Background: an optimization exercise with open tools, aiming at small area. Do not read the settings as production practice.
The RTL was checked by simulation tests, not by an equivalence proof against the original design.
Power is estimated from default activity; no workload was simulated.

==> design/flow/design.v <==
module top(
	clock, KEY,
	SW, LEDR_o,
	HEX0_o, HEX1_o, HEX2_o, HEX3_o, HEX4_o, HEX5_o
);
	input wire clock;
	input wire [3:0] KEY;
	input wire [9:0] SW;
	output wire [9:0] LEDR_o;
	output wire [6:0] HEX0_o, HEX1_o, HEX2_o, HEX3_o, HEX4_o, HEX5_o;
	function [6:0] dec7;
		input [3:0] g;
		reg [127:0] t;
		begin
			t = 128'h0e062146030810007802121930247940;
			dec7 = t[{g, 3'b000} +: 7];
		end
	endfunction
	function [3:0] rom;
		input [1:0] m;
		input [3:0] a;
		reg [63:0] t;
		begin
			case (m)
				2'd0: t = 64'h1111_1111_1111_1111;
				2'd3: t = 64'h2481_2821_8421_8481;
				default: t = 64'h2418_2182_8481_8241;
			endcase
			rom = t[{a, 2'b00} +: 4];
		end
	endfunction
	localparam [2:0] S_INIT = 3'b000, S_SETUP = 3'b001, S_PF = 3'b010, S_PU = 3'b011,
	                 S_NR = 3'b100, S_RES = 3'b101, S_CHK = 3'b110, S_PUE = 3'b111;
	reg [2:0] state, next_state;
	wire st_init = (state == S_INIT);
	wire st_setup = (state == S_SETUP);
	wire st_pf = (state == S_PF);
	wire st_pu = (state == S_PU) | (state == S_PUE);
	wire st_nr = (state == S_NR);
	wire st_res = (state == S_RES);
	wire r2 = st_init | st_nr;
	reg [1:0] level;
	reg [1:0] map;
	reg [3:0] target;
	reg [3:0] round;
	reg [3:0] tempo;
	reg [3:0] cnt;
	reg done;
	reg mism;
	reg [3:0] last;
	reg [3:0] k1, k2;
	reg [2:0] c8;
	reg [2:0] c5;
	reg [4:0] c25;
	reg [6:0] c83;
	wire win = (round == target);
	wire w25 = (c25 == 5'b10100);
	wire w83 = (c83 == 7'b0010100);
	wire p4is1 = ~c8[1] & c8[0];
	wire tick5 = p4is1 & c5[2];
	wire tick2 = tick5 & w25;
	wire tick1 = ~c8[2] & c8[1] & c8[0] & c5[2] & w25;
	wire tick3 = p4is1 & w83;
	always @(*) begin
		case (state)
			S_INIT: next_state = S_SETUP;
			S_SETUP: next_state = SW[0] ? S_PF : S_SETUP;
			S_PF: next_state = done ? S_PU : S_PF;
			S_PU: next_state = done ? S_CHK : ((tick1 & tempo[3]) ? S_PUE : S_PU);
			S_PUE: next_state = done ? S_CHK : S_RES;
			S_CHK: next_state = mism ? S_RES : S_NR;
			S_NR: next_state = win ? S_RES : S_PF;
			default: next_state = S_RES;
		endcase
	end
	always @(posedge clock)
		if (SW[1]) state <= S_INIT;
		else state <= next_state;
	always @(posedge clock) begin
		if (st_init) begin
			c8 <= 3'd0;
			c5 <= 3'd0;
			c25 <= 5'd0;
			c83 <= 7'd0;
		end else begin
			c8 <= c8 + 3'd1;
			c5 <= {c5[1] & c5[0], c5[1] ^ c5[0], ~c5[0] & ~c5[2]};
			if (c5[2]) c25 <= w25 ? 5'd0 : {c25[3:0], ~(c25[4] ^ c25[2])};
			c83 <= w83 ? 7'd0 : {c83[5:0], ~(c83[6] ^ c83[5])};
		end
	end
	reg speed;
	always @(*)
		case (level)
			2'd0: speed = tick5;
			2'd1: speed = tick1;
			2'd2: speed = tick2;
			default: speed = tick3;
		endcase
	always @(posedge clock) begin
		if (st_init) level <= 2'd0;
		else if (st_setup) level <= SW[9:8];
		if (st_init | st_setup) begin
			map <= SW[7:6];
			target <= SW[5:2];
		end
	end
	always @(posedge clock) begin
		k1 <= ~KEY;
		k2 <= k1;
	end
	wire [3:0] nbtn = k1 & ~k2;
	wire press = |nbtn;
	always @(posedge clock)
		if (st_init) round <= 4'd1;
		else if (st_nr & ~win) round <= round + 4'd1;
	always @(posedge clock)
		if (r2) tempo <= 4'd0;
		else if (st_pu & tick1) tempo <= tempo[3] ? 4'd0 : tempo + 4'd1;
	wire [3:0] sym = rom(map, cnt);
	wire step_f = st_pf & speed & ~done;
	wire step_u = st_pu & press & ~done;
	wire step = step_f | step_u;
	wire [3:0] cnt1 = cnt + 4'd1;
	always @(posedge clock) begin
		if (r2 | (st_pf & done)) begin
			cnt <= 4'd0;
			done <= 1'b0;
		end else if (step) begin
			cnt <= cnt1;
			done <= (cnt1 == round);
		end
		if (step) last <= st_pf ? sym : nbtn;
		if (r2) mism <= 1'b0;
		else if (step_u & (nbtn != sym)) mism <= 1'b1;
	end
	wire has = done | (cnt != 4'd0);
	assign LEDR_o[3:0] = (st_pf & has) ? last : 4'b0000;
	assign LEDR_o[4] = st_pf;
	assign LEDR_o[5] = st_pu;
	assign LEDR_o[9:6] = (st_pu & has) ? last : 4'b0000;
	assign HEX5_o = st_res ? (win ? 7'b011_1110 : 7'b111_0001) : 7'b011_1000;
	assign HEX4_o = st_res ? (win ? 7'b110_1101 : 7'b111_0001) : dec7({2'b00, level});
	assign HEX3_o = st_res ? (win ? 7'b111_1001 : 7'b110_1111) : 7'b111_1000;
	wire [6:0] d12 = dec7(st_res ? {level, round[3:2]} : tempo);
	assign HEX2_o = st_res ? (win ? 7'b101_0000 : 7'b111_0111) : d12;
	assign HEX1_o = st_res ? d12 : 7'b101_0000;
	assign HEX0_o = dec7(st_res ? {round[1:0], map} : round);
endmodule
==> design/flow/flow/run.sh <==
#!/bin/bash
# Layout flow: the standard flow, with two changes.
#  1. Synthesis is the standard synthesis, except that ABC maps the logic
#     with flow/abc_area.script (area-only mapping, no buffering or upsizing)
#     and the adder step (extract_fa) is skipped. Registers are mapped by the
#     same dfflibmap step as in the standard synthesis, so they keep their
#     names and cell types.
#  2. Port buffering uses sky130_fd_sc_hd__buf_1 (every port still gets
#     its own buffer).
# Each step's full output goes to a log file in this folder.
set -euo pipefail
W=$(pwd)
rm -rf "$W/synth_scripts"
cp -r "$FLOW_HOME/scripts" "$W/synth_scripts"
cp "$W/flow/abc_area.script" "$W/synth_scripts/abc_area.script"
bash "$W/standard.sh" SCRIPTS_DIR="$W/synth_scripts" ADDER_MAP_FILE= synth > "$W/synth.log" 2>&1
export BUFFER_PORTS_ARGS="-buffer_cell sky130_fd_sc_hd__buf_1"
bash "$W/standard.sh" "BUFFER_PORTS_ARGS=$BUFFER_PORTS_ARGS" finish > "$W/layout.log" 2>&1
==> design/flow/flow/abc_area.script <==
strash
dch
map -a
topo
dnsize -c
==> design/flow/standard.sh <==
#!/bin/bash
# synth_recipe.tcl (not shown) runs the flow's synth.tcl, then flattens the netlist and writes it again
# the make line also repeats each setting of config.mk as NAME=value (left out here)
make -C /OpenROAD-flow-scripts/flow DESIGN_CONFIG=/design/flow/config.mk WORK_HOME=/design/flow/orfs CLKGATE_MAP_FILE= SYNTH_SCRIPT=/design/flow/synth_recipe.tcl "${@:-finish}"
==> design/flow/config.mk <==
export PLATFORM = sky130hd
export DESIGN_NAME = top
export DESIGN_NICKNAME = top
export VERILOG_FILES = /design/flow/design.v
export SDC_FILE = /design/flow/constraint.sdc
export NUM_CORES = 4
export LEC_CHECK = 0
export ABC_AREA = 1
export CAP_MARGIN = 20
export CORE_MARGIN = 2
export CORE_UTILIZATION = 40
export SLEW_MARGIN = 20
==> design/flow/constraint.sdc <==
create_clock -name core_clock -period 10.0 [get_ports {clock}]
set_input_delay 2.0000 -clock core_clock [delete_from_list [all_inputs] [get_ports {clock}]]
set_output_delay 2.0000 -clock core_clock [all_outputs]
set_load 0.01 [all_outputs]
==> results of run 1 <==
[placed cells by master (no fill, tap or decap)]
cell type,Yosys,routed
a31oi_1,3,3
buf_1,0,60
clkinv_1,72,72
buf_4,14,1
a22oi_1,1,1
xor2_1,3,3
o31ai_1,3,3
a211oi_1,5,5
nor2_1,85,85
o41ai_1,1,1
or2_2,4,4
o2bb2ai_1,1,1
nor3_1,16,16
xnor2_1,7,7
a221oi_1,1,1
edfxtp_1,10,10
o221ai_1,1,1
o22ai_1,5,5
nand4_1,4,4
o21ai_0,36,36
nand3_1,10,10
o211ai_1,1,1
nor4_1,4,4
inv_6,0,2
o311ai_0,1,1
dfxtp_1,45,45
nand2_1,61,61
conb_1,2,6
a21oi_1,25,25
o32ai_1,3,3
clkbuf_8,0,6
[cell families after synthesis]
group | after synthesis
AOI/OAI and AO/OA | 87
xor gates and xnor gates | 10
buffers and inverters | 86
DFF | 55
other | 2
and+or+nand+nor | 184
[through the flow]
| stage | instance area (µm²) | total power, µW |
|---|---|---|
| 2_1_floorplan | 2940 | 322 |
| 3_3_place_gp | 3190 | 344 |
| 3_5_place_dp | 3190 | 345 |
| 4_1_cts | 3290 | 476 |
| 5_1_grt | 3290 | 501 |
| 6_report | 3290 | 469 |
[flip-flops by register name (all words and copies together) (netlist names), 3 cells and up]
register / flops
c8: 3
cnt: 4
target: 4
round: 4
last: 4
k1: 4
c25: 5
state: 3
c83: 7
tempo: 4
k2: 4
c5: 3
[cell type report]
class | instances | area (µm²) | area share (%)
tap | 99 | 124 | 3.76
inverter | 72 | 270 | 8.21
sequential | 55 | 1200 | 36.5
multi-input combinational | 287 | 1360 | 41.4
timing repair buffer | 61 | 233 | 7.07
clock inverter | 2 | 17.5 | 0.532
clock buffer | 6 | 82.6 | 2.51
[worst register-to-register path, stage by stage, from the launching register on]
cell	delay, ns
dfxtp_1	0.45
clkinv_1	0.14
nor3_1	0.86
clkinv_1	0.93
a21oi_1	0.37
[routing by layer]
layer	GRT usage (%)	wire (µm)
met1	21.2	3090
met2	28.9	3050
met4	4.75	93
met5	0	0
met3	3.51	201
[final timing paths]
kind	from	to	slack, ns	cells after the start
setup reg to reg	state[2]$_SDFF_PP0_	state[0]$_SDFF_PP0_	7.16	4
hold / removal	k1[0]$_DFF_P_	k2[0]$_DFF_P_	0.36	0
setup / recovery	state[2]$_SDFF_PP0_	HEX2_o[0]	3.29	10
hold reg to reg	k1[0]$_DFF_P_	k2[0]$_DFF_P_	0.36	0
[report_power, final]
group / internal [µW] / switching [µW] / total, µW / leakage [µW]
Sequential: 245 / 13.0 / 258 / 0.000467
Clock: 58.0 / 72.2 / 130 / 0.0000522
Combinational: 26.1 / 55.1 / 81.3 / 0.000642
==> impl_metrics.csv, run 1 <==
group,metric,value,unit
floorplanning,die_h,89.5,µm
synthesis,synthFlopType,"dfxtp_1",
critical_path,worst-setup-path-type,"flop to primary output",
timing,fin_hold_ws,0.359,ns
critical_path,crit_fanout,30,
final_layout,postLayoutCoreUtil,45.9,%
critical_path,cp.arrival,4.71,ns
clock_tree,cts_sinks,55,
global_route,grt_overflow,0,
timing,slew-limit-headroom,28.7,%
global_route,grt_pass1_wl,10600,µm
global_route,gr-usage-all-layers,16.8,%
synthesis,ys_ff_latch,55,
timing,post-route-worst-setup-slack,3.29,ns
synthesis,synthAdderAreaFrac,0,%
drt,wire_per_inst,11.0,µm
power_and_ir_drop,power_density,143,nW/µm²
floorplanning,coreArea,7180,µm²
floorplanning,boundaryPins,67,
timing,fmax,149,MHz
timing,layout_min_cycle_time,6.71,ns
synthesis,netlist_area,2930,µm²
clock_tree,cts_max_path_buffers,2,
critical_path,worst-path-buf-inv,4,
power_and_ir_drop,peakVddDrop,0.0779,mV
critical_path,cpMostUsedCell,"clkinv_1",
synthesis,synth-warning-count,1,
final_layout,fin_cells,582,
clock_tree,clock_latency,0.31,ns
drt,via_per_inst,4.84,
final_layout,nNetsFinal,497,
synthesis,async_flop_share,0,%
clock_tree,cts_setup_buffers,0,
timing,report.final.hold_viol_count,0,
critical_path,slowest_delay,0.93,ns
synthesis,synthXorXnorAreaFrac,2.99,%
synthesis,muxShareOfSynthArea,0,%
timing,setup_viol,0,
placement,io_buffers,60,
synthesis,synth_edf_count,10,
synthesis,yosysTopAreaCell,"dfxtp_1",
drt,firstDrtPassIters,4,
synthesis,yosysMostFrequentCell,"nor2_1",
clock_tree,root_buffer,"clkbuf_8",
floorplanning,num_rows,31,
power_and_ir_drop,power_leakage,0.00116,µW
drt,postRouteAntennaNets,0,
synthesis,ys_types,28,
drt,drt-initial-drc-count,119,
drt,drt_wl_total,6430,µm
run_status,status,"no timing/DRC/antenna violations",
timing,worst_pin_slew,1.06,ns
timing,tns,0,ns
timing,layout_worst_path_cycle_share,67.1,%
synthesis,synth_compound_area_share,17.1,%
final_layout,insertedDiodeCount,0,
synthesis,synth-seq-area-share,41.1,%
drt,drc,0,
clock_tree,hold_buffers,0,
global_route,grt_antenna_before_repair,0,
synthesis,yosys.area_share.simple,25.7,%
placement,gp_congestion,0.834,
worst_hold_path,hold_path.class,"flop to flop",
flow_run,maxCapViolCount,0,
critical_path,path_delay_family,"buffers and inverters",
placement,dp_slack,3.72,ns
timing,skew,0.0134,ns
critical_path,cpMaxStageDelayCell,"clkinv_1",
synthesis,synth_common_cells,"nor2_1 (85), clkinv_1 (72), nand2_1 (61)",
critical_path,cp-start-kind,"flop",
synthesis,synth_top_family_by_area,"simple AND/OR/NAND/NOR gates",
critical_path,worstPathCellList,"clkinv_1 -> nor3_1 -> clkinv_1 -> o21ai_0 -> clkinv_1 -> nor2_1 -> nor2_1 -> o311ai_0 -> o21ai_0 -> buf_1",
clock_tree,cts.clk_slew.worst_paths,0.10,ns
clock_tree,post_cts_resized,0,
placement,hpwlAfterDp,5150,µm
placement,dp.cells,574,
synthesis,synthTopCellsByArea,"dfxtp_1 (31%), nor2_1 (11%), edfxtp_1 (10%)",
critical_path,end_kind,"primary output",
synthesis,synth_top_area_share,30.8,%
clock_tree,cts_tree,"done",
final_layout,syn_to_final_growth,12.5,%
global_route,grt_max_degree,31,
final_layout,drive_gt1_share,2.69,%
clock_tree,cts_buffers,5,
floorplanning,die_w,89.5,µm
final_layout,fillCellCount,777,
floorplanning,die_area,8010,µm²
clock_tree,htreeDepth,2,
timing,slew_viol_final,0,
critical_path,required,8.00,ns
drt,vias,2816,
synthesis,synth.avg_cell_area,6.90,µm²
timing,rsz0062_at_grt,"no",
global_route,grt_pass1_vias,2421,
synthesis,syn-instance-count,424,
floorplanning,start_util,40.8,%
==> inputs of run 2 (changes only) <==
--- a/design/flow/flow/run.sh
+++ b/design/flow/flow/run.sh
@@ -16,3 +16,4 @@
 bash "$W/standard.sh" SCRIPTS_DIR="$W/synth_scripts" ADDER_MAP_FILE= synth > "$W/synth.log" 2>&1
 export BUFFER_PORTS_ARGS="-buffer_cell sky130_fd_sc_hd__buf_1"
-bash "$W/standard.sh" "BUFFER_PORTS_ARGS=$BUFFER_PORTS_ARGS" finish > "$W/layout.log" 2>&1
+export CTS_ARGS="-sink_clustering_enable -repair_clock_nets -dont_use_dummy_load -buf_list sky130_fd_sc_hd__clkbuf_8 -root_buf sky130_fd_sc_hd__clkbuf_8 -sink_clustering_size 60 -sink_clustering_max_diameter 500"
+bash "$W/standard.sh" "CTS_ARGS=$CTS_ARGS" "BUFFER_PORTS_ARGS=$BUFFER_PORTS_ARGS" finish > "$W/layout.log" 2>&1
==> run 2 against run 1 <==
Effect of this change:
- worst setup slack got worse by 0.014 ns
- clock power decreased by 18%
- highest routed layer unchanged
- critical path depth unchanged
- register-to-register slack got worse by 0.02 ns
- via count decreased by 0.25%
- global-route usage decreased by 0.077 points
- combinational power about the same
- synthesized area unchanged
- routed wire length decreased by 0.44%
- cell count decreased by 0.52%
- sequential cell count unchanged
==> impl_metrics.csv, run 2 <==
group,metric,value,unit
critical_path,endpoint,"HEX2_o[0]",
synthesis,synth_common_cells,"nor2_1 (85), clkinv_1 (72), nand2_1 (61)",
clock_tree,clock_latency,0.31,ns
critical_path,worst-setup-path-type,"flop to primary output",
timing,skew,0.0305,ns
clock_tree,htreeDepth,2,
synthesis,syn-instance-count,424,
worst_hold_path,hold_path.class,"flop to flop",
synthesis,yosysMostFrequentCell,"nor2_1",
critical_path,slowest_delay,0.93,ns
timing,tns,0,ns
final_layout,multiInputGateArea,1360,µm²
final_layout,largest-register,"c83",
final_layout,fillCellCount,775,
critical_path,path_delay_family,"buffers and inverters",
synthesis,async_flop_share,0,%
critical_path,end_kind,"primary output",
synthesis,yosysTopAreaCell,"dfxtp_1",
critical_path,cp-start-kind,"flop",
drt,firstDrtPassIters,4,
power_and_ir_drop,power_leakage,0.00115,µW
final_layout,reg_top3,"c83 x7, c25 x5",
floorplanning,boundaryPins,67,
global_route,grt_max_degree,31,
placement,hpwlAfterDp,5150,µm
synthesis,ys_ff_latch,55,
floorplanning,start_util,40.8,%
critical_path,crit_fanout,30,
final_layout,seq_area,1200,µm²
critical_path,worstPathCellList,"clkinv_1 -> nor3_1 -> clkinv_1 -> o21ai_0 -> clkinv_1 -> nor2_1 -> nor2_1 -> o311ai_0 -> o21ai_0 -> buf_1",
drt,wire_per_inst,11.1,µm
drt,postRouteAntennaNets,0,
timing,layout_min_cycle_time,6.72,ns
synthesis,synth_edf_count,10,
global_route,gr-usage-all-layers,16.7,%
synthesis,netlist_area,2930,µm²
critical_path,cpMostUsedCell,"clkinv_1",
final_layout,nNetsFinal,497,
clock_tree,cts.clk_slew.worst_paths,0.10,ns
power_and_ir_drop,peakVddDrop,0.0772,mV
critical_path,crit_path_start,"state[2]$_SDFF_PP0_",
floorplanning,die_area,8010,µm²
final_layout,final_cell_mix,"nor2_1 (85), clkinv_1 (72), nand2_1 (61)",
floorplanning,coreArea,7180,µm²
critical_path,cp.depth,10,
synthesis,synthTopCellsByArea,"dfxtp_1 (31%), nor2_1 (11%), edfxtp_1 (10%)",
placement,io_buffers,60,
critical_path,cp.arrival,4.72,ns
critical_path,worst-path-buf-inv,4,
clock_tree,post_cts_resized,0,
synthesis,synth-seq-area-share,41.1,%
drt,drc,0,
drt,via_per_inst,4.85,
drt,vias,2809,
timing,slew-limit-headroom,28.5,%
global_route,grt_pass1_vias,2421,
drt,drt-initial-drc-count,126,
clock_tree,cts_setup_buffers,0,
timing,layout_worst_path_cycle_share,67.2,%
clock_tree,root_buffer,"clkbuf_8",
floorplanning,die_h,89.5,µm
clock_tree,hold_buffers,0,
clock_tree,cts_sinks,55,
timing,worst_pin_slew,1.06,ns
timing,slew_viol_final,0,
global_route,grt_pass1_wl,10500,µm
run_status,status,"no timing/DRC/antenna violations",
synthesis,synthFlopType,"dfxtp_1",
synthesis,synth_top_area_share,30.8,%
final_layout,insertedDiodeCount,0,
power_and_ir_drop,power_density,137,nW/µm²
placement,gp_congestion,0.834,
final_layout,fin_cells,579,
floorplanning,num_rows,31,
final_layout,layout_commonest_cell,"nor2_1",
clock_tree,cts_buffers,5,
final_layout,drive_gt1_share,2.08,%
timing,fmax,149,MHz
final_layout,largest_register_ffs,7,
placement,dp.cells,574,
timing,setup_viol,0,
clock_tree,cts_tree,"done",
flow_run,maxCapViolCount,0,
critical_path,required,8.00,ns
drt,drt_wl_total,6400,µm
timing,report.final.hold_viol_count,0,
final_layout,syn_to_final_growth,11.5,%
timing,rsz0062_at_grt,"no",
global_route,grt_antenna_before_repair,0,
critical_path,r2r_slack,7.14,ns
clock_tree,cts_max_path_buffers,2,
critical_path,cpMaxStageDelayCell,"clkinv_1",
floorplanning,die_w,89.5,µm
critical_path,r2r_end,"state[0]$_SDFF_PP0_",
critical_path,r2r-start,"state[2]$_SDFF_PP0_",
critical_path,reg2regPathDepth,4,
synthesis,synth.avg_cell_area,6.90,µm²
global_route,grt_overflow,0,
synthesis,synth-warning-count,1,
synthesis,ys_types,28,
run 2: cell counts after synthesis:
No cell type changed its count.
run 2: area by class of cell:
| class | instances | area share, % |
|---|---|---|
| inverters | 72 | 8.29 |
| clock buffers | 5 | 2.11 |
| multi-input cells | 287 | 41.8 |
| repair buffers | 61 | 7.14 |
| well taps | 99 | 3.80 |
| flip-flops and latches | 55 | 36.8 |
run 2: how the worst min path moves through the flow:
stage | start | endpoint | slack, ns | cells after the start
finish | k1[0]$_DFF_P_ | k2[0]$_DFF_P_ | 0.36 | 0
global route | k1[2]$_DFF_P_ | k2[2]$_DFF_P_ | 0.37 | 0
CTS | k1[0]$_DFF_P_ | k2[0]$_DFF_P_ | 0.36 | 0
detailed placement | k1[0]$_DFF_P_ | k2[0]$_DFF_P_ | 0.35 | 0
global placement | k1[1]$_DFF_P_ | k2[1]$_DFF_P_ | 0.34 | 0
floorplan | k1[0]$_DFF_P_ | k2[0]$_DFF_P_ | 0.34 | 0
run 2: logic make-up (layout without fill, tap and decap cells):
| family | after synthesis | after routing | share of synthesized area, % |
|---|---|---|---|
| AO/OA/AOI/OAI | 87 | 87 | 17.1 |
| XOR/XNOR | 10 | 10 | 2.99 |
| buffers and inverters | 86 | 138 | 12.8 |
| flip-flops | 55 | 55 | 41.1 |
| other | 2 | 6 | 0.257 |
| AND/OR/NAND/NOR | 184 | 184 | 25.7 |
run 2: power breakdown:
group          leakage [µW]  switching [µW]  internal [µW]
logic              0.000642            55.1           26.1
registers          0.000467            13.0            245
clock network     0.0000359            61.7           45.3
run 2: metrics by stage:
step                cell area [µm²]  hold slack, ns  utilization [%]  worst slack (ns)  total power, µW
floorplan                      2940           0.338                -              4.76              322
global placement               3190           0.340             44.5              3.88              344
detailed placement             3190           0.345             44.5              3.72              345
CTS                            3260           0.361             45.4              3.34              453
global route                   3260           0.370             45.4              2.75              476
finish                         3260           0.358             45.4              3.28              446
run 2: routing by layer:
metal / vias up / routed length, µm / GRT usage (%)
met5: - / 0 / 0
met2: 42 / 3020 / 28.8
met1: 1260 / 3080 / 21.0
li1: 1497 / - / -
met4: 0 / 104 / 4.75
met3: 10 / 194 / 3.51
==> inputs of run 3 (changes only) <==
==> design/flow/flow/run.sh (replaced) <==
#!/bin/bash
# Layout flow: the standard flow (standard.sh), with these changes.
#  1. Synthesis is the standard synthesis, except that ABC maps the logic
#     with flow/abc_area.script (area-oriented: deepsyn, then area mapping,
#     no buffering or upsizing) and the adder step (extract_fa) is skipped.
#     Registers come from the same dfflibmap step as in the standard
#     synthesis, so they keep their names and cell types.
#  2. Port buffering uses sky130_fd_sc_hd__buf_1 (every port still gets
#     its own buffer).
#  3. CTS uses clkbuf_8 for the root and the tree and inserts no dummy loads.
# Each step's full output goes to a log file in this folder.
set -euo pipefail
W=$(pwd)
rm -rf "$W/synth_scripts"
cp -r "$FLOW_HOME/scripts" "$W/synth_scripts"
cp "$W/flow/abc_area.script" "$W/synth_scripts/abc_area.script"
bash "$W/standard.sh" SCRIPTS_DIR="$W/synth_scripts" ADDER_MAP_FILE= synth > "$W/synth.log" 2>&1
export BUFFER_PORTS_ARGS="-buffer_cell sky130_fd_sc_hd__buf_1"
export CTS_ARGS="-sink_clustering_enable -repair_clock_nets -dont_use_dummy_load -buf_list sky130_fd_sc_hd__clkbuf_8 -root_buf sky130_fd_sc_hd__clkbuf_8"
bash "$W/standard.sh" "CTS_ARGS=$CTS_ARGS" "BUFFER_PORTS_ARGS=$BUFFER_PORTS_ARGS" finish > "$W/layout.log" 2>&1
==> design/flow/flow/abc_area.script (replaced) <==
strash
&get -n
&deepsyn -T 60
&put
dch -f
amap
topo
dnsize -c
==> run 3 against run 2 <==
Effect of this change:
- routed wire length is 4.2% lower
- critical endpoint is now HEX2_o[1]
- global-route usage is 1.1 points lower
- non-clock buffer count is 1 lower
- critical path type unchanged
- synthesized area is 4.0% lower
==> impl_metrics.csv, run 3 <==
group,metric,value,unit
synthesis,synth-seq-area-share,42.8,%
timing,slew-limit-headroom,30.9,%
final_layout,insertedDiodeCount,0,
global_route,grt_pass1_vias,2141,
critical_path,cpMaxStageDelayCell,"nor3_2",
timing,layout_worst_path_cycle_share,65.2,%
drt,drc,0,
floorplanning,die_w,87.8,µm
final_layout,final_cell_mix,"nor2_1 (77), clkinv_1 (72), buf_1 (60)",
synthesis,synth-warning-count,1,
final_layout,fillCellCount,717,
floorplanning,num_rows,30,
floorplanning,die_h,87.8,µm
synthesis,synth_edf_count,10,
timing,worst_pin_slew,1.03,ns
clock_tree,cts_sinks,55,
critical_path,path_delay_family,"compound AO/OA/AOI/OAI gates",
clock_tree,clock_latency,0.31,ns
final_layout,layout_commonest_cell,"nor2_1",
synthesis,synth_common_cells,"nor2_1 (77), clkinv_1 (72), dfxtp_1 (45)",
final_layout,postLayoutCoreUtil,46.2,%
synthesis,yosysTopAreaCell,"dfxtp_1",
global_route,gr-usage-all-layers,15.6,%
synthesis,netlist_area,2810,µm²
clock_tree,post_cts_resized,0,
synthesis,synthFlopType,"dfxtp_1",
final_layout,multiInputGateArea,1250,µm²
final_layout,fin_cells,535,
final_layout,nNetsFinal,456,
flow_run,maxCapViolCount,0,
global_route,grt_pass1_wl,9630,µm
clock_tree,htreeDepth,2,
critical_path,crit_fanout,20,
final_layout,reg_top3,"c83 x7, c25 x5",
clock_tree,cts_max_path_buffers,2,
final_layout,largest-register,"c83",
global_route,grt_antenna_before_repair,0,
drt,firstDrtPassIters,4,
final_layout,syn_to_final_growth,11.7,%
floorplanning,die_area,7710,µm²
critical_path,worst-setup-path-type,"flop to primary output",
drt,via_per_inst,4.92,
power_and_ir_drop,power_density,133,nW/µm²
critical_path,cp-start-kind,"flop",
critical_path,end_kind,"primary output",
critical_path,required,8.00,ns
final_layout,fin_area,3140,µm²
drt,postRouteAntennaNets,0,
final_layout,seq_area,1200,µm²
critical_path,worstPathCellList,"clkinv_1 -> nor3_2 -> clkinv_1 -> o22ai_1 -> clkinv_1 -> o21ai_0 -> o31ai_1 -> nor2_1 -> o21ai_0 -> o21ai_0 -> buf_1",
drt,vias,2634,
synthesis,syn-instance-count,384,
timing,report.final.hold_viol_count,0,
timing,skew,0.0362,ns
placement,place_area,3070,µm²
placement,gp_congestion,0.768,
clock_tree,hold_buffers,0,
run_status,status,"no timing/DRC/antenna violations",
timing,fmax,153,MHz
floorplanning,start_util,41.3,%
global_route,grt_overflow,0,
synthesis,synth_top_area_share,32.1,%
floorplanning,boundaryPins,67,
drt,drt-initial-drc-count,109,
timing,layout_min_cycle_time,6.52,ns
placement,dp.cells,530,
drt,wire_per_inst,11.5,µm
power_and_ir_drop,power_leakage,0.00106,µW
placement,io_buffers,60,
timing,tns,0,ns
final_layout,largest_register_ffs,7,
synthesis,ys_types,31,
synthesis,synth.avg_cell_area,7.31,µm²
timing,rsz0062_at_grt,"no",
drt,drt_wl_total,6140,µm
clock_tree,root_buffer,"clkbuf_8",
floorplanning,coreArea,6790,µm²
critical_path,cp.arrival,4.52,ns
power_and_ir_drop,peakVddDrop,0.0641,mV
timing,slew_viol_final,0,
critical_path,slowest_delay,0.85,ns
synthesis,async_flop_share,0,%
critical_path,worst-path-buf-inv,4,
clock_tree,cts_setup_buffers,0,
final_layout,drive_gt1_share,1.37,%
synthesis,yosysMostFrequentCell,"nor2_1",
timing,setup_viol,0,
timing,post-route-worst-setup-slack,3.48,ns
clock_tree,cts_tree,"done",
worst_hold_path,hold_path.class,"flop to flop",
placement,dp_slack,3.85,ns
clock_tree,cts.clk_slew.worst_paths,0.09,ns
synthesis,ys_ff_latch,55,
placement,hpwlAfterDp,4900,µm
clock_tree,cts_buffers,5,
global_route,grt_max_degree,21,
synthesis,synthTopCellsByArea,"dfxtp_1 (32%), edfxtp_1 (11%), nor2_1 (10%)",
[run 3: cell types whose count changed after synthesis, sizes merged, moves of 5 or more]
cell / before / now
nor2b: 0 / 5
a21oi: 25 / 14
xnor2: 7 / 0
nand3: 10 / 4
nand2: 61 / 28
nor2: 85 / 77
or2: 4 / 10
nor3: 16 / 9
o21ai: 36 / 30
o22ai: 5 / 22
[run 3: cells by family (layout without fill, tap and decap cells)]
logic type,Yosys count,count (layout),share of synthesized area (%)
buffers and inverters,86,137,13.4
flip-flops,55,55,42.8
other,2,6,0.267
AND/OR/NAND/NOR,145,145,22.5
AO/OA/AOI/OAI,96,96,21.2
[run 3: per-layer routing]
metal	GRT usage [%]	up-vias	wire (µm)
met5	0	-	0
met2	25.1	58	2820
met3	3.30	6	254
li1	-	1399	-
met4	4.06	0	73
met1	21.4	1171	2980
[run 3: final timing paths]
path                                          start                end  slack [ns]  depth (start not counted)
worst max register to register     map[1]$_DFFE_PP_  mism$_SDFFE_PP0P_        6.71                         13
worst min-delay path                  k1[2]$_DFF_P_      k2[2]$_DFF_P_        0.35                          0
worst min register to register        k1[2]$_DFF_P_      k2[2]$_DFF_P_        0.35                          0
worst max-delay path            state[0]$_SDFF_PP0_          HEX2_o[1]        3.48                         11
[run 3: area by class of cell]
class	count	area share (%)
repair buffers	60	7.18
multi-input cells	247	39.9
flip-flops and latches	55	38.3
well taps	96	3.83
clock buffers	5	2.19
inverters	72	8.61
[run 3: report_power, final]
group          internal (µW)  switching (µW)  leakage (µW)
clock network           45.4            62.9     0.0000359
logic                   18.7            37.8      0.000553
registers                241            9.65      0.000468
total                    305             110       0.00106
[run 3: metrics by stage]
step / total power, µW / hold slack (ns)
after CTS: 422 / 0.354
after global placement: 312 / 0.331
after detailed placement: 313 / 0.335
final: 416 / 0.350
after floorplan: 297 / 0.324
after global routing: 440 / 0.362
[run 3: worst register-to-register path, delay by kind of cell (launching register included)]
kind,cells,cell delay [ns]
AO/OA/AOI/OAI,6,1.62
buffers and inverters,4,0.66
AND/OR/NAND/NOR,3,0.51
flip-flops,1,0.38
==> inputs of run 4 (changes only) <==
--- a/design/flow/design.v
+++ b/design/flow/design.v
@@ -48,5 +48,6 @@
 	reg done;
 	reg mism;
-	reg [3:0] last;
+	reg [3:0] nlast;   
+	wire [3:0] last = ~nlast;
 	reg [3:0] k1, k2;
 	reg [2:0] c8;
@@ -55,6 +56,6 @@
 	reg [6:0] c83;
 	wire win = (round == target);
-	wire w25 = (c25 == 5'b10100);
-	wire w83 = (c83 == 7'b0010100);
+	wire w25 = (c25 == 5'b01011);
+	wire w83 = (c83 == 7'b1101011);
 	wire p4is1 = ~c8[1] & c8[0];
 	wire tick5 = p4is1 & c5[2];
@@ -81,11 +82,11 @@
 			c8 <= 3'd0;
 			c5 <= 3'd0;
-			c25 <= 5'd0;
-			c83 <= 7'd0;
+			c25 <= 5'b11111;
+			c83 <= 7'b1111111;
 		end else begin
 			c8 <= c8 + 3'd1;
 			c5 <= {c5[1] & c5[0], c5[1] ^ c5[0], ~c5[0] & ~c5[2]};
-			if (c5[2]) c25 <= w25 ? 5'd0 : {c25[3:0], ~(c25[4] ^ c25[2])};
-			c83 <= w83 ? 7'd0 : {c83[5:0], ~(c83[6] ^ c83[5])};
+			if (c5[2]) c25 <= w25 ? 5'b11111 : {c25[3:0], c25[4] ^ c25[2]};
+			c83 <= w83 ? 7'b1111111 : {c83[5:0], c83[6] ^ c83[5]};
 		end
 	end
@@ -131,5 +132,5 @@
 			done <= (cnt1 == round);
 		end
-		if (step) last <= st_pf ? sym : nbtn;
+		if (step) nlast <= ~(st_pf ? sym : nbtn);
 		if (r2) mism <= 1'b0;
 		else if (step_u & (nbtn != sym)) mism <= 1'b1;
--- a/design/flow/flow/run.sh
+++ b/design/flow/flow/run.sh
@@ -2,5 +2,5 @@
 # Layout flow: the standard flow (standard.sh), with these changes.
 #  1. Synthesis is the standard synthesis, except that ABC maps the logic
-#     with flow/abc_area.script (area-oriented: deepsyn, then area mapping,
+#     with flow/abc_area.script (area-oriented: deepsyn, then area mapping with mux matching,
 #     no buffering or upsizing) and the adder step (extract_fa) is skipped.
 #     Registers come from the same dfflibmap step as in the standard
==> design/flow/flow/abc_area.script (replaced) <==
strash
&get -n
&deepsyn -T 60
&put
dch -f
amap -m
topo
dnsize -c
==> run 4 against run 3 <==
Effect of this change:
- still clean
- sequential cell count did not move
- die area decreased by 0.68%
- utilization shrank 0.30 points
- sequential power grew 8.4%
- routed wire length rose by 2.2%
- count of clock-buffer cells in the layout is the same
- non-clock buffer count up 1
- clock power about the same
- design area fell by 1.2%
- total power rose by 18%
- critical path type unchanged
- critical endpoint is now HEX0_o[2]
==> impl_metrics.csv, run 4 <==
group,metric,value,unit
timing,slew_viol_final,0,
global_route,grt_pass1_vias,2361,
clock_tree,cts_setup_buffers,0,
drt,postRouteAntennaNets,0,
clock_tree,cts_buffers,5,
synthesis,ys_types,36,
final_layout,drive_gt1_share,1.40,%
placement,dp_slack,5.09,ns
placement,io_buffers,60,
drt,firstDrtPassIters,5,
timing,fmax,188,MHz
clock_tree,htreeDepth,2,
global_route,grt_pass1_wl,10200,µm
critical_path,end_kind,"primary output",
timing,report.final.hold_viol_count,0,
floorplanning,start_util,41.3,%
clock_tree,cts.clk_slew.worst_paths,0.09,ns
drt,drt_wl_total,6270,µm
floorplanning,coreArea,6760,µm²
timing,post-route-worst-setup-slack,4.69,ns
final_layout,syn_to_final_growth,11.2,%
synthesis,synth-seq-area-share,43.1,%
drt,drt-initial-drc-count,146,
final_layout,largest_register_ffs,7,
run_status,status,"no timing/DRC/antenna violations",
synthesis,yosysTopAreaCell,"dfxtp_1",
clock_tree,cts_tree,"done",
synthesis,synthFlopType,"dfxtp_1",
synthesis,ys_ff_latch,55,
critical_path,required,8.00,ns
clock_tree,post_cts_resized,0,
placement,gp_congestion,0.853,
global_route,grt_overflow,0,
synthesis,synth-warning-count,1,
critical_path,cp-start-kind,"flop",
global_route,grt_max_degree,18,
critical_path,crit_fanout,14,
synthesis,synth_edf_count,10,
floorplanning,die_h,87.5,µm
final_layout,layout_commonest_cell,"nor2_1",
final_layout,final_cell_mix,"nor2_1 (78), buf_1 (60), clkinv_1 (45), dfxtp_1 (45), nand2_1 (35)",
timing,setup_viol,0,
floorplanning,boundaryPins,67,
synthesis,synth.avg_cell_area,7.50,µm²
synthesis,async_flop_share,0,%
drt,via_per_inst,5.26,
synthesis,netlist_area,2790,µm²
synthesis,synthTopCellsByArea,"dfxtp_1 (32%), edfxtp_1 (11%), nor2_1 (10%)",
power_and_ir_drop,peakVddDrop,0.0842,mV
timing,skew,0.0196,ns
final_layout,insertedDiodeCount,0,
timing,fin_hold_ws,0.352,ns
power_and_ir_drop,power_leakage,0.00108,µW
clock_tree,cts_sinks,55,
timing,slew-limit-headroom,39.0,%
floorplanning,num_rows,30,
flow_run,maxCapViolCount,0,
final_layout,fin_cells,508,
final_layout,reg_top3,"c83 x7, c25 x5",
placement,hpwlAfterDp,4820,µm
power_and_ir_drop,power_density,159,nW/µm²
placement,dp.cells,503,
worst_hold_path,hold_path.class,"flop to flop",
timing,rsz0062_at_grt,"no",
drt,wire_per_inst,12.3,µm
drt,drc,0,
floorplanning,die_w,87.5,µm
timing,layout_worst_path_cycle_share,53.1,%
timing,layout_min_cycle_time,5.31,ns
timing,tns,0,ns
placement,place_area,3030,µm²
critical_path,worst-setup-path-type,"flop to primary output",
floorplanning,die_area,7660,µm²
clock_tree,clock_latency,0.31,ns
critical_path,cp.arrival,3.31,ns
synthesis,yosysMostFrequentCell,"nor2_1",
synthesis,synth_top_area_share,32.3,%
drt,vias,2672,
final_layout,fin_area,3100,µm²
synthesis,synth_common_cells,"nor2_1 (78), clkinv_1 (45), dfxtp_1 (45)",
final_layout,largest-register,"c83",
global_route,grt_antenna_before_repair,0,
clock_tree,hold_buffers,0,
synthesis,syn-instance-count,372,
global_route,gr-usage-all-layers,16.7,%
clock_tree,root_buffer,"clkbuf_8",
timing,worst_pin_slew,0.912,ns
clock_tree,cts_max_path_buffers,2,
final_layout,nNetsFinal,445,
run 4: worst paths after layout:
check | from | end | slack, ns | cells past startpoint
max reg2reg | c83[5]$_SDFF_PP1_ | cnt[3]$_SDFFE_PP0P_ | 6.89 | 11
min reg2reg | k1[3]$_DFF_P_ | k2[3]$_DFF_P_ | 0.35 | 0
max | state[0]$_SDFF_PP0_ | HEX0_o[2] | 4.69 | 13
min | k1[3]$_DFF_P_ | k2[3]$_DFF_P_ | 0.35 | 0
run 4: cells by family (layout without fill, tap and decap cells):
| group | Yosys count | count (layout) | synth area share, % |
|---|---|---|---|
| other | 2 | 6 | 0.269 |
| flip-flops | 55 | 55 | 43.1 |
| AND/OR/NAND/NOR | 161 | 161 | 25.3 |
| buffers and inverters | 59 | 111 | 9.82 |
| AO/OA/AOI/OAI | 95 | 95 | 21.6 |
run 4: metal layers:
metal  up-vias  global-route usage, %  wire [µm]
li1       1394                      -          -
met1      1207                   21.3       2900
met2        63                   27.9       2950
met3         8                   4.17        346
met4         0                   4.90         72
met5         -                      0          0
run 4: final cells by class:
class	count	area, µm²
fill	697	3660
sequential	55	1200
clock buffer	5	68.8
inverter	45	169
multi-input combinational	262	1330
timing repair buffer	61	233
tap	80	100
run 4: critical path: stages, from the launching register on:
cell,delay [ns]
dfxtp_1,0.46
clkinv_1,0.21
nor3_1,0.22
buf_4,0.22
clkinv_1,0.31
o22ai_1,0.42
clkinv_1,0.21
and3_1,0.19
or2_0,0.22
a21oi_1,0.12
o21bai_1,0.14
a21oi_1,0.06
nor2_1,0.08
buf_1,0.15
run 4: stage by stage:
step | utilization, % | power (µW)
2_1_floorplan | - | 358
3_3_place_gp | 44.9 | 388
3_5_place_dp | 44.9 | 388
4_1_cts | 45.9 | 498
5_1_grt | 45.9 | 528
6_report | 45.9 | 493
run 4: where the power goes:
part	switching (µW)	total (µW)	internal, µW	leakage (µW)
logic	70.9	111	39.7	0.000574
clock network	64.1	109	45.4	0.0000359
registers	21.4	272	251	0.000466
==> inputs of run 5 (changes only) <==
--- a/design/flow/design.v
+++ b/design/flow/design.v
@@ -48,6 +48,5 @@
 	reg done;
 	reg mism;
-	reg [3:0] nlast;   
-	wire [3:0] last = ~nlast;
+	reg [3:0] last;
 	reg [3:0] k1, k2;
 	reg [2:0] c8;
@@ -56,6 +55,6 @@
 	reg [6:0] c83;
 	wire win = (round == target);
-	wire w25 = (c25 == 5'b01011);
-	wire w83 = (c83 == 7'b1101011);
+	wire w25 = (c25 == 5'b10100);
+	wire w83 = (c83 == 7'b0010100);
 	wire p4is1 = ~c8[1] & c8[0];
 	wire tick5 = p4is1 & c5[2];
@@ -82,11 +81,11 @@
 			c8 <= 3'd0;
 			c5 <= 3'd0;
-			c25 <= 5'b11111;
-			c83 <= 7'b1111111;
+			c25 <= 5'd0;
+			c83 <= 7'd0;
 		end else begin
 			c8 <= c8 + 3'd1;
 			c5 <= {c5[1] & c5[0], c5[1] ^ c5[0], ~c5[0] & ~c5[2]};
-			if (c5[2]) c25 <= w25 ? 5'b11111 : {c25[3:0], c25[4] ^ c25[2]};
-			c83 <= w83 ? 7'b1111111 : {c83[5:0], c83[6] ^ c83[5]};
+			if (c5[2]) c25 <= w25 ? 5'd0 : {c25[3:0], ~(c25[4] ^ c25[2])};
+			c83 <= w83 ? 7'd0 : {c83[5:0], ~(c83[6] ^ c83[5])};
 		end
 	end
@@ -132,5 +131,5 @@
 			done <= (cnt1 == round);
 		end
-		if (step) nlast <= ~(st_pf ? sym : nbtn);
+		if (step) last <= st_pf ? sym : nbtn;
 		if (r2) mism <= 1'b0;
 		else if (step_u & (nbtn != sym)) mism <= 1'b1;
==> design/flow/flow/run.sh (replaced) <==
#!/bin/bash
# Layout flow: the standard flow (standard.sh), with these changes.
#  1. Synthesis is the standard synthesis, except that ABC maps the logic
#     with an area-oriented script (no buffering or upsizing) and the adder
#     step (extract_fa) is skipped. It is run once per flow/abc_*.script,
#     each in its own folder under trials/, and the run whose netlist has the
#     smallest cell area (buffers left out, as placement removes them) is
#     copied to orfs/ for the rest of the flow. Registers come from the same
#     dfflibmap step as in the standard synthesis in every run, so they keep
#     their names and cell types.
#  2. Port buffering uses sky130_fd_sc_hd__buf_1 (every port still gets
#     its own buffer).
#  3. CTS uses clkbuf_8 for the root and the tree and inserts no dummy loads.
# Each step's full output goes to a log file in this folder (trials/*/synth.log,
# synth_pick.log, layout.log) besides ORFS's own logs.
set -euo pipefail
W=$(pwd)
LIB="$FLOW_HOME/platforms/sky130hd/lib/sky130_fd_sc_hd__tt_025C_1v80.lib"
rm -rf "$W/trials"
mkdir -p "$W/trials"
names=()
for s in "$W"/flow/abc_*.script; do
  n=$(basename "$s" .script)
  names+=("$n")
  T="$W/trials/$n"
  mkdir -p "$T"
  cp -r "$FLOW_HOME/scripts" "$T/scripts"
  cp "$s" "$T/scripts/abc_area.script"
done
run_trial() {
  local T="$W/trials/$1"
  bash "$W/standard.sh" "WORK_HOME=$T/orfs" "SCRIPTS_DIR=$T/scripts" ADDER_MAP_FILE= synth > "$T/synth.log" 2>&1 || true
}
jobs_max=${NUM_CORES:-4}
for n in "${names[@]}"; do
  while (( $(jobs -rp | wc -l) >= jobs_max )); do sleep 2; done
  run_trial "$n" &
done
wait
best=""
best_area=""
: > "$W/synth_pick.log"
for n in "${names[@]}"; do
  v="$W/trials/$n/orfs/results/sky130hd/top/base/1_2_yosys.v"
  o="$W/trials/$n/orfs/results/sky130hd/top/base/1_synth.odb"
  if [[ -f "$v" && -f "$o" ]]; then
    a=$(python3 "$W/flow/area.py" "$LIB" "$v")
    echo "$n $a" >> "$W/synth_pick.log"
    if [[ -z "$best" ]] || python3 -c "import sys; sys.exit(0 if float('$a') < float('$best_area') else 1)"; then
      best="$n"; best_area="$a"
    fi
  else
    echo "$n failed" >> "$W/synth_pick.log"
  fi
done
echo "picked $best $best_area" >> "$W/synth_pick.log"
[[ -n "$best" ]]
rm -rf "$W/orfs"
cp -a "$W/trials/$best/orfs" "$W/orfs"
export BUFFER_PORTS_ARGS="-buffer_cell sky130_fd_sc_hd__buf_1"
export CTS_ARGS="-sink_clustering_enable -repair_clock_nets -dont_use_dummy_load -buf_list sky130_fd_sc_hd__clkbuf_8 -root_buf sky130_fd_sc_hd__clkbuf_8"
bash "$W/standard.sh" "CTS_ARGS=$CTS_ARGS" "BUFFER_PORTS_ARGS=$BUFFER_PORTS_ARGS" finish > "$W/layout.log" 2>&1
==> design/flow/flow/abc_a1.script (new file) <==
strash
&get -n
&deepsyn -T 60 -S 0
&put
dch -f
amap -m
topo
dnsize -c
==> design/flow/flow/abc_a2.script (new file) <==
strash
&get -n
&deepsyn -T 60 -S 0
&put
dch -f
amap
topo
dnsize -c
==> design/flow/flow/abc_a3.script (new file) <==
strash
&get -n
&deepsyn -T 60 -S 1
&put
dch -f
amap -m
topo
dnsize -c
==> design/flow/flow/abc_a4.script (new file) <==
strash
&get -n
&deepsyn -T 60 -S 2
&put
dch -f
amap -m
topo
dnsize -c
==> design/flow/flow/abc_a5.script (new file) <==
strash
&get -n
&deepsyn -T 60 -S 3
&put
dch -f
amap -m
topo
dnsize -c
==> design/flow/flow/abc_a6.script (new file) <==
strash
&get -n
&deepsyn -T 60 -S 4
&put
dch -f
amap
topo
dnsize -c
==> design/flow/flow/abc_a7.script (new file) <==
strash
dch
map -a
topo
dnsize -c
==> design/flow/flow/abc_a8.script (new file) <==
strash
dch
amap
topo
dnsize -c
==> design/flow/flow/area.py (new file) <==
# area.py LIB NETLIST: standard-cell area of a synthesized netlist, leaving out
# buffers (the layout flow removes synthesis buffers before placement).
import re, sys
lib = open(sys.argv[1]).read()
area = {}
for m in re.finditer(r'cell \("(\w+)"\)', lib):
    a = re.compile(r'area : ([\d.]+)').search(lib, m.start())
    area[m.group(1)] = float(a.group(1))
net = open(sys.argv[2]).read()
tot = 0.0
for c in re.findall(r'^\s*(sky130_fd_sc_hd__\w+)\s+\S+\s*\(', net, re.M):
    if re.search(r'__(clk)?buf_\d+$', c):
        continue
    tot += area[c]
print("%.4f" % tot)
removed: design/flow/flow/abc_area.script
==> run 5 against run 4 <==
Effect of this change:
- critical path type unchanged
- still clean
- combinational power decreased by 53%
- maximum frequency decreased by 8.9%
- clock power about the same
- cell count unchanged
- highest routed layer unchanged
==> impl_metrics.csv, run 5 <==
group,metric,value,unit
run_status,status,"no timing/DRC/antenna violations",
power_and_ir_drop,p_switching,109,µW
power_and_ir_drop,comb_power_share,12.8,%
floorplanning,num_rows,30,
critical_path,cp.arrival,3.83,ns
global_route,grt_antenna_before_repair,0,
final_layout,fin_cells,508,
drt,drc,0,
critical_path,required,8.00,ns
flow_run,maxCapViolCount,0,
synthesis,synth_edf_count,10,
timing,layout_worst_path_cycle_share,58.3,%
drt,postRouteAntennaNets,0,
clock_tree,cts_sinks,55,
clock_tree,cts_max_path_buffers,2,
synthesis,synthTopCellsByArea,"dfxtp_1 (33%), edfxtp_1 (11%), nor2_1 (11%)",
power_and_ir_drop,power.internal,304,µW
timing,fmax,172,MHz
drt,vias,2542,
drt,drt_wl_total,6200,µm
floorplanning,start_util,40.9,%
final_layout,largest-register,"c83",
drt,firstDrtPassIters,4,
drt,drt-initial-drc-count,110,
placement,io_buffers,60,
clock_tree,hold_buffers,0,
synthesis,synth_common_cells,"nor2_1 (80), clkinv_1 (57), dfxtp_1 (45)",
synthesis,ys_types,36,
synthesis,yosysMostFrequentCell,"nor2_1",
critical_path,crit_fanout,22,
power_and_ir_drop,peakVddDrop,0.0935,mV
synthesis,synth-warning-count,1,
placement,hpwlAfterDp,4880,µm
global_route,grt_max_degree,23,
synthesis,netlist_area,2770,µm²
final_layout,final_cell_mix,"nor2_1 (80), buf_1 (60), clkinv_1 (57)",
clock_tree,cts_setup_buffers,0,
clock_tree,htreeDepth,2,
clock_tree,post_cts_resized,0,
global_route,grt_overflow,0,
final_layout,drive_gt1_share,1.40,%
power_and_ir_drop,seqPwrFrac,60.7,%
global_route,grt_pass1_wl,10200,µm
placement,dp_slack,4.54,ns
timing,layout_min_cycle_time,5.83,ns
final_layout,largest_register_ffs,7,
drt,wire_per_inst,12.2,µm
synthesis,synthFlopType,"dfxtp_1",
worst_hold_path,hold_path.class,"flop to flop",
floorplanning,die_h,87.1,µm
final_layout,syn_to_final_growth,11.3,%
timing,slew-limit-headroom,32.6,%
timing,rsz0062_at_grt,"no",
clock_tree,cts_buffers,5,
critical_path,end_kind,"primary output",
global_route,gr-usage-all-layers,16.6,%
synthesis,yosysTopAreaCell,"dfxtp_1",
power_and_ir_drop,power_density,134,nW/µm²
clock_tree,root_buffer,"clkbuf_8",
floorplanning,die_area,7590,µm²
critical_path,worst-setup-path-type,"flop to primary output",
clock_tree,cts.clk_slew.worst_paths,0.10,ns
placement,dp.cells,503,
global_route,grt_pass1_vias,2310,
final_layout,reg_top3,"c83 x7, c25 x5",
synthesis,ys_ff_latch,55,
timing,setup_viol,0,
final_layout,nNetsFinal,445,
timing,post-route-worst-setup-slack,4.17,ns
drt,via_per_inst,5.00,
timing,skew,0.0219,ns
power_and_ir_drop,power_leakage,0.00109,µW
power_and_ir_drop,switching_share,26.4,%
timing,worst_pin_slew,1.01,ns
clock_tree,cts_tree,"done",
synthesis,syn-instance-count,372,
power_and_ir_drop,clkPwrFrac,26.5,%
synthesis,async_flop_share,0,%
synthesis,synth.avg_cell_area,7.43,µm²
timing,report.final.hold_viol_count,0,
final_layout,insertedDiodeCount,0,
floorplanning,boundaryPins,67,
clock_tree,clock_latency,0.30,ns
placement,gp_congestion,0.860,
synthesis,synth-seq-area-share,43.4,%
synthesis,synth_top_area_share,32.6,%
floorplanning,die_w,87.1,µm
timing,tns,0,ns
timing,slew_viol_final,0,
floorplanning,coreArea,6760,µm²
critical_path,cp-start-kind,"flop",
final_layout,layout_commonest_cell,"nor2_1",
==> run 5: power groups by stage <==
| stage | Clock [µW] | Sequential, µW | Combinational, µW |
|---|---|---|---|
| 2_1_floorplan | 0 | 253 | 41.1 |
| 3_3_place_gp | 0 | 256 | 52.4 |
| 3_5_place_dp | 0 | 256 | 53.1 |
| 4_1_cts | 114 | 251 | 53.4 |
| 5_1_grt | 122 | 253 | 61.3 |
| 6_report | 110 | 251 | 52.7 |
==> run 5: area by class of cell <==
type / instances / area [µm²]
well taps: 80 / 100
fillers: 687 / 3680
clock buffers: 5 / 68.8
multi-input cells: 250 / 1260
inverters: 57 / 214
flip-flops and latches: 55 / 1200
repair buffers: 61 / 233
==> run 5: critical path, cell delays in order (launching register included) <==
cell	delay [ns]
dfxtp_1	0.46
clkinv_1	0.17
nor3_1	0.20
buf_4	0.23
clkinv_1	0.48
o22ai_1	0.65
clkinv_1	0.25
nor2_1	0.16
a211oi_1	0.08
nor3_1	0.28
nor2_1	0.10
a32oi_1	0.25
a21oi_1	0.09
buf_1	0.15
==> run 5: stage by stage <==
stage	util [%]	total power [µW]	hold slack, ns	area (µm²)
final	45.5	413	0.355	3080
after CTS	45.5	418	0.357	3080
after detailed placement	44.5	309	0.337	3010
after global routing	45.5	437	0.365	3080
after floorplan	-	294	0.324	2780
after global placement	44.5	308	0.331	3010
==> run 5: per-layer routing <==
layer,vias to the layer above,track usage (%),share of wire (%)
met1,1121,21.4,47
met5,-,0,0
li1,1356,-,-
met2,57,28.0,47
met4,0,3.64,1.2
met3,8,4.45,4.4
==> run 5: final timing paths <==
check	start	endpoint	slack, ns	cells past startpoint
max	state[0]$_SDFF_PP0_	HEX2_o[1]	4.17	13
min	k1[0]$_DFF_P_	k2[0]$_DFF_P_	0.35	0
max reg2reg	cnt[0]$_SDFFE_PP0P_	mism$_SDFFE_PP0P_	7.00	13
min reg2reg	k1[0]$_DFF_P_	k2[0]$_DFF_P_	0.35	0
==> run 5: cell families after synthesis <==
group	Yosys count	synth area share (%)
xor gates and xnor gates	1	0.317
AOI/OAI and AO/OA	80	18.5
and+or+nand+nor	163	26.0
buffers and inverters	71	11.5
DFF	55	43.4
other	2	0.272
==> inputs of run 6 (changes only) <==
--- a/design/flow/design.v
+++ b/design/flow/design.v
@@ -119,7 +119,5 @@
 		else if (st_pu & tick1) tempo <= tempo[3] ? 4'd0 : tempo + 4'd1;
 	wire [3:0] sym = rom(map, cnt);
-	wire step_f = st_pf & speed & ~done;
-	wire step_u = st_pu & press & ~done;
-	wire step = step_f | step_u;
+	wire step = (st_pf & speed) | (st_pu & press);
 	wire [3:0] cnt1 = cnt + 4'd1;
 	always @(posedge clock) begin
@@ -133,5 +131,5 @@
 		if (step) last <= st_pf ? sym : nbtn;
 		if (r2) mism <= 1'b0;
-		else if (step_u & (nbtn != sym)) mism <= 1'b1;
+		else if (st_pu & press & ~done & (nbtn != sym)) mism <= 1'b1;
 	end
 	wire has = done | (cnt != 4'd0);
==> run 6 against run 5 <==
Effect of this change:
- still clean
- critical path depth down 1
- utilization down 0.14 points
- register-to-register slack better by 0.52 ns
- largest cell class unchanged
- largest power group unchanged
- clock power about the same
==> impl_metrics.csv, run 6 <==
group,metric,value,unit
critical_path,worstPathCellList,"clkinv_1 -> nor3_2 -> clkinv_1 -> o22ai_1 -> nor2_1 -> nor2_1 -> clkinv_1 -> nor2_1 -> o21ai_0 -> o21ai_0 -> nor2b_1 -> buf_1",
floorplanning,die_area,7530,µm²
synthesis,yosysMostFrequentCell,"nor2_1",
timing,fin_hold_ws,0.352,ns
timing,worst_pin_slew,1.08,ns
synthesis,muxShareOfSynthArea,0,%
worst_hold_path,hold_path.class,"flop to flop",
worst_hold_path,hold_depth,0,
final_layout,reg_top3,"c83 x7, c25 x5",
power_and_ir_drop,power.total,428,µW
timing,report.final.hold_viol_count,0,
critical_path,r2r-start,"map[1]$_DFFE_PP_",
synthesis,synth-warning-count,1,
placement,gp_congestion,0.831,
critical_path,cpMaxStageDelayCell,"nor3_2",
power_and_ir_drop,peakVddDrop,0.0857,mV
critical_path,worst-path-buf-inv,4,
placement,io_buffers,60,
critical_path,r2r_slack,7.52,ns
synthesis,synth_common_cells,"nor2_1 (80), clkinv_1 (57), dfxtp_1 (45)",
global_route,gr-usage-all-layers,16.1,%
critical_path,slowest_delay,0.92,ns
synthesis,syn-instance-count,366,
timing,skew,0.0314,ns
clock_tree,clock_latency,0.31,ns
synthesis,async_flop_share,0,%
floorplanning,num_rows,30,
drt,wire_per_inst,11.8,µm
drt,postRouteAntennaNets,0,
synthesis,ys_ff_latch,55,
timing,slew_viol_final,0,
clock_tree,htreeDepth,2,
global_route,grt_max_degree,21,
synthesis,synth_compound_area_share,19.8,%
synthesis,yosys.area_share.simple,24.5,%
flow_run,maxCapViolCount,0,
worst_hold_path,whs_endpoint,"k2[0]$_DFF_P_",
clock_tree,post_cts_resized,0,
drt,drc,0,
critical_path,required,8.00,ns
floorplanning,coreArea,6720,µm²
critical_path,path_delay_family,"simple AND/OR/NAND/NOR gates",
critical_path,reg2regPathDepth,10,
floorplanning,start_util,40.8,%
final_layout,syn_to_final_growth,11.3,%
timing,rsz0062_at_grt,"no",
final_layout,fillCellCount,678,
placement,hpwlAfterDp,4570,µm
critical_path,end_kind,"primary output",
critical_path,worst-setup-path-type,"flop to primary output",
timing,slew-limit-headroom,27.7,%
drt,drt-initial-drc-count,68,
synthesis,netlist_area,2740,µm²
critical_path,r2r_end,"mism$_SDFFE_PP0P_",
critical_path,crit_fanout,20,
global_route,grt_overflow,0,
floorplanning,boundaryPins,67,
synthesis,synth_top_area_share,32.9,%
synthesis,synth.avg_cell_area,7.49,µm²
timing,fmax,152,MHz
final_layout,largest_register_ffs,7,
synthesis,synthAdderAreaFrac,0,%
clock_tree,cts_buffers,5,
synthesis,ys_types,40,
timing,setup_viol,0,
clock_tree,cts_max_path_buffers,2,
floorplanning,die_h,86.8,µm
synthesis,synth-seq-area-share,43.8,%
critical_path,cp-start-kind,"flop",
synthesis,synth_edf_count,10,
synthesis,yosysTopAreaCell,"dfxtp_1",
final_layout,layout_commonest_cell,"nor2_1",
worst_hold_path,min_from,"k1[0]$_DFF_P_",
clock_tree,hold_buffers,0,
power_and_ir_drop,power_leakage,0.00111,µW
final_layout,insertedDiodeCount,0,
global_route,grt_antenna_before_repair,0,
floorplanning,die_w,86.8,µm
timing,tns,0,ns
run_status,status,"no timing/DRC/antenna violations",
synthesis,synthFlopType,"dfxtp_1",
clock_tree,cts.clk_slew.worst_paths,0.10,ns
timing,layout_min_cycle_time,6.58,ns
final_layout,final_cell_mix,"nor2_1 (80), buf_1 (60), clkinv_1 (57)",
global_route,grt_pass1_vias,2162,
drt,drt_wl_total,5890,µm
drt,vias,2528,
power_and_ir_drop,power_density,140,nW/µm²
synthesis,synthTopCellsByArea,"dfxtp_1 (33%), edfxtp_1 (11%), nor2_1 (11%)",
global_route,grt_pass1_wl,9800,µm
drt,firstDrtPassIters,4,
final_layout,nNetsFinal,438,
final_layout,postLayoutCoreUtil,45.4,%
final_layout,largest-register,"c83",
clock_tree,root_buffer,"clkbuf_8",
clock_tree,cts_setup_buffers,0,
critical_path,cp.arrival,4.58,ns
clock_tree,cts_tree,"done",
drt,via_per_inst,5.05,
synthesis,synth_top_family_by_area,"simple AND/OR/NAND/NOR gates",
clock_tree,cts_sinks,55,
final_layout,drive_gt1_share,1.43,%
synthesis,synthXorXnorAreaFrac,0,%
timing,layout_worst_path_cycle_share,65.8,%
-- run 6: kinds of logic (layout without fill, tap and decap cells) --
logic type | Yosys count | count (layout)
other | 2 | 6
and+or+nand+nor | 153 | 153
buffers and inverters | 71 | 122
DFF | 55 | 55
AOI/OAI and AO/OA | 85 | 85
-- run 6: layout make-up --
cell class	instances	area, µm²	share of cell area, %
Tap cell	80	100	3.28
Inverter	57	214	7.01
Multi-Input combinational cell	244	1240	40.7
Sequential cell	55	1200	39.4
Timing Repair Buffer	60	225	7.38
Clock buffer	5	68.8	2.26
-- run 6: metal layers --
metal  vias up  routed length [µm]  global-route usage [%]
li1       1345                   -                       -
met1      1108                2850                    21.9
met2        66                2680                    26.0
met3         9                 291                    3.62
met4         0                  74                    4.12
met5         -                   0                       0
-- run 6: how the worst max path moves through the flow --
stage / from / endpoint / slack (ns) / cells after the start
finish: state[0]$_SDFF_PP0_ / HEX1_o[0] / 3.42 / 12
CTS: state[0]$_SDFF_PP0_ / HEX1_o[0] / 3.46 / 12
floorplan: state[0]$_SDFF_PP0_ / HEX2_o[5] / 4.30 / 10
global route: state[0]$_SDFF_PP0_ / HEX1_o[0] / 2.99 / 12
detailed placement: state[0]$_SDFF_PP0_ / HEX1_o[0] / 3.81 / 12
global placement: state[0]$_SDFF_PP0_ / HEX1_o[0] / 4.06 / 12
-- run 6: stage by stage --
step	cell area, µm²	setup WS [ns]	instances
2_1_floorplan	2760	4.30	370
3_5_place_dp	2980	3.81	496
6_report	3050	3.42	501
3_3_place_gp	2980	4.06	496
4_1_cts	3050	3.46	501
5_1_grt	3050	2.99	501
-- run 6: where the power goes --
part           switching [µW]  total (µW)  leakage, µW  internal [µW]
logic                    42.5        64.0     0.000606           21.5
registers                11.5         255     0.000468            243
clock network            63.4         109    0.0000359           45.4
==> inputs of run 7 (changes only) <==
--- a/design/flow/flow/run.sh
+++ b/design/flow/flow/run.sh
@@ -60,3 +60,3 @@
 export BUFFER_PORTS_ARGS="-buffer_cell sky130_fd_sc_hd__buf_1"
 export CTS_ARGS="-sink_clustering_enable -repair_clock_nets -dont_use_dummy_load -buf_list sky130_fd_sc_hd__clkbuf_8 -root_buf sky130_fd_sc_hd__clkbuf_8"
-bash "$W/standard.sh" "CTS_ARGS=$CTS_ARGS" "BUFFER_PORTS_ARGS=$BUFFER_PORTS_ARGS" finish > "$W/layout.log" 2>&1
+bash "$W/standard.sh" SKIP_REPAIR_TIE_FANOUT=1 "CTS_ARGS=$CTS_ARGS" "BUFFER_PORTS_ARGS=$BUFFER_PORTS_ARGS" finish > "$W/layout.log" 2>&1
--- a/design/flow/config.mk
+++ b/design/flow/config.mk
@@ -7,6 +7,6 @@
 export LEC_CHECK = 0
 export ABC_AREA = 1
-export CAP_MARGIN = 20
+export CAP_MARGIN = 0
 export CORE_MARGIN = 2
 export CORE_UTILIZATION = 40
-export SLEW_MARGIN = 20
+export SLEW_MARGIN = 0
==> run 7 against run 6 <==
Effect of this change:
- non-clock buffer count unchanged
- cell count down 0.80%
- sequential cell count unchanged
- via count down 0.59%
- critical path type unchanged
- design area down 0.49%
- total power about the same
- worst setup slack better by 0.080 ns
- count of clock-buffer cells in the layout unchanged
- synthesized cell count unchanged
- routed wire length up 1.6%
- maximum frequency up 1.2%
- still clean
- sequential power about the same
- critical endpoint unchanged
==> impl_metrics.csv, run 7 <==
group,metric,value,unit
run_status,status,"no timing/DRC/antenna violations",
synthesis,synth-warning-count,1,
power_and_ir_drop,power_leakage,0.00110,µW
synthesis,netlist_area,2740,µm²
drt,firstDrtPassIters,4,
final_layout,syn_to_final_growth,10.7,%
synthesis,syn-instance-count,366,
synthesis,synth_top_family_by_area,"simple AND/OR/NAND/NOR gates",
synthesis,synth.avg_cell_area,7.49,µm²
clock_tree,cts_tree,"done",
timing,layout_worst_path_cycle_share,65.0,%
final_layout,final_cell_mix,"nor2_1 (80), buf_1 (60), clkinv_1 (57)",
clock_tree,cts.clk_slew.worst_paths,0.10,ns
clock_tree,cts_max_path_buffers,2,
clock_tree,clock_latency,0.31,ns
drt,wire_per_inst,12.0,µm
critical_path,worstPathCellList,"clkinv_1 -> nor3_2 -> clkinv_1 -> o22ai_1 -> nor2_1 -> nor2_1 -> clkinv_1 -> nor2_1 -> o21ai_0 -> o21ai_0 -> nor2b_1 -> buf_1",
synthesis,synth-seq-area-share,43.8,%
synthesis,ys_ff_latch,55,
final_layout,layout_commonest_cell,"nor2_1",
synthesis,synthFlopType,"dfxtp_1",
placement,place_area,2970,µm²
final_layout,insertedDiodeCount,0,
synthesis,synth_top_area_share,32.9,%
timing,skew,0.0288,ns
floorplanning,num_rows,30,
floorplanning,boundaryPins,67,
final_layout,largest-register,"c83",
synthesis,yosysTopAreaCell,"dfxtp_1",
global_route,gr-usage-all-layers,16.0,%
synthesis,muxShareOfSynthArea,0,%
timing,fin_hold_ws,0.353,ns
critical_path,cp.arrival,4.50,ns
worst_hold_path,hold_path.class,"flop to flop",
critical_path,required,8.00,ns
critical_path,end_kind,"primary output",
synthesis,synthAdderAreaFrac,0,%
synthesis,synthTopCellsByArea,"dfxtp_1 (33%), edfxtp_1 (11%), nor2_1 (11%)",
synthesis,async_flop_share,0,%
clock_tree,hold_buffers,0,
global_route,grt_pass1_wl,9580,µm
clock_tree,post_cts_resized,0,
placement,io_buffers,60,
drt,drt_wl_total,5980,µm
drt,via_per_inst,5.06,
drt,vias,2513,
placement,gp_congestion,0.869,
floorplanning,die_w,86.8,µm
timing,rsz0062_at_grt,"no",
critical_path,crit_fanout,20,
clock_tree,cts_setup_buffers,0,
drt,postRouteAntennaNets,0,
timing,setup_viol,0,
floorplanning,die_h,86.8,µm
placement,hpwlAfterDp,4650,µm
synthesis,synth_common_cells,"nor2_1 (80), clkinv_1 (57), dfxtp_1 (45)",
power_and_ir_drop,power_density,141,nW/µm²
global_route,grt_pass1_vias,2195,
flow_run,maxCapViolCount,0,
global_route,grt_overflow,0,
synthesis,synth_edf_count,10,
timing,layout_min_cycle_time,6.50,ns
critical_path,cp-start-kind,"flop",
final_layout,nNetsFinal,434,
final_layout,largest_register_ffs,7,
synthesis,yosys.area_share.simple,24.5,%
timing,report.final.hold_viol_count,0,
critical_path,worst-setup-path-type,"flop to primary output",
drt,drc,0,
final_layout,reg_top3,"c83 x7, c25 x5",
floorplanning,coreArea,6720,µm²
timing,slew_viol_final,0,
final_layout,fin_area,3040,µm²
global_route,grt_antenna_before_repair,0,
power_and_ir_drop,peakVddDrop,0.0821,mV
drt,drt-initial-drc-count,114,
synthesis,synth_compound_area_share,19.8,%
timing,tns,0,ns
floorplanning,start_util,40.8,%
clock_tree,cts_buffers,5,
critical_path,cpMaxStageDelayCell,"nor3_2",
clock_tree,htreeDepth,2,
critical_path,slowest_delay,0.89,ns
clock_tree,cts_sinks,55,
synthesis,synthXorXnorAreaFrac,0,%
power_and_ir_drop,power.total,428,µW
floorplanning,die_area,7530,µm²
timing,slew-limit-headroom,29.6,%
timing,fmax,154,MHz
synthesis,yosysMostFrequentCell,"nor2_1",
global_route,grt_max_degree,21,
timing,worst_pin_slew,1.05,ns
clock_tree,root_buffer,"clkbuf_8",
synthesis,ys_types,40,
final_layout,drive_gt1_share,1.44,%
-- run 7: power breakdown --
part | internal [µW] | switching [µW]
Combinational | 21.5 | 42.7
Sequential | 243 | 11.4
Clock | 45.4 | 63.2
Total | 310 | 117
-- run 7: cells by family after synthesis --
kind of cell,count (synthesis)
compound gates,85
buf+inv,71
flops,55
other cells,2
simple gates,153
-- run 7: cell type report --
class / count / area (µm²)
clock buffer: 5 / 68.8
sequential: 55 / 1200
inverter: 57 / 214
timing repair buffer: 60 / 225
fill: 703 / 3680
multi-input combinational: 240 / 1230
tap: 80 / 100
-- run 7: worst max-delay path, delay by kind of cell (launching register included) --
family	cells	cell delay, ns
compound gates	3	0.96
buf+inv	4	1.28
flops	1	0.47
simple gates	5	1.48
-- run 7: metal layers --
metal	global-route usage [%]	vias up	wire length [µm]
met5	0	-	0
met4	4.97	0	102
met3	3.24	10	272
met2	27.3	61	2770
met1	20.2	1101	2840
li1	-	1341	-
-- run 7: final timing paths --
kind                                 to  cells after the start  slack (ns)                  start
setup / recovery              HEX1_o[0]                     12        3.50    state[0]$_SDFF_PP0_
hold / removal            k2[0]$_DFF_P_                      0        0.35          k1[0]$_DFF_P_
setup reg to reg  round[3]$_SDFFE_PP0N_                     12        7.46  round[1]$_SDFFE_PP0N_
hold reg to reg           k2[0]$_DFF_P_                      0        0.35          k1[0]$_DFF_P_
-- run 7: metrics by stage --
stage / util (%) / setup slack [ns] / cells
final: 45.2 / 3.50 / 497
after global placement: 44.2 / 4.07 / 492
after CTS: 45.2 / 3.50 / 497
after floorplan: - / 4.30 / 366
after global routing: 45.2 / 2.98 / 497
after detailed placement: 44.2 / 3.86 / 492

Setup slack of run 7, layout unchanged: 3.495 ns with ideal ports, 3.466 ns with driving cells assumed (clock clkbuf_16, inputs buf_2), 3.787 ns with port delays also shifted by the 0.321 ns mid clock arrival.
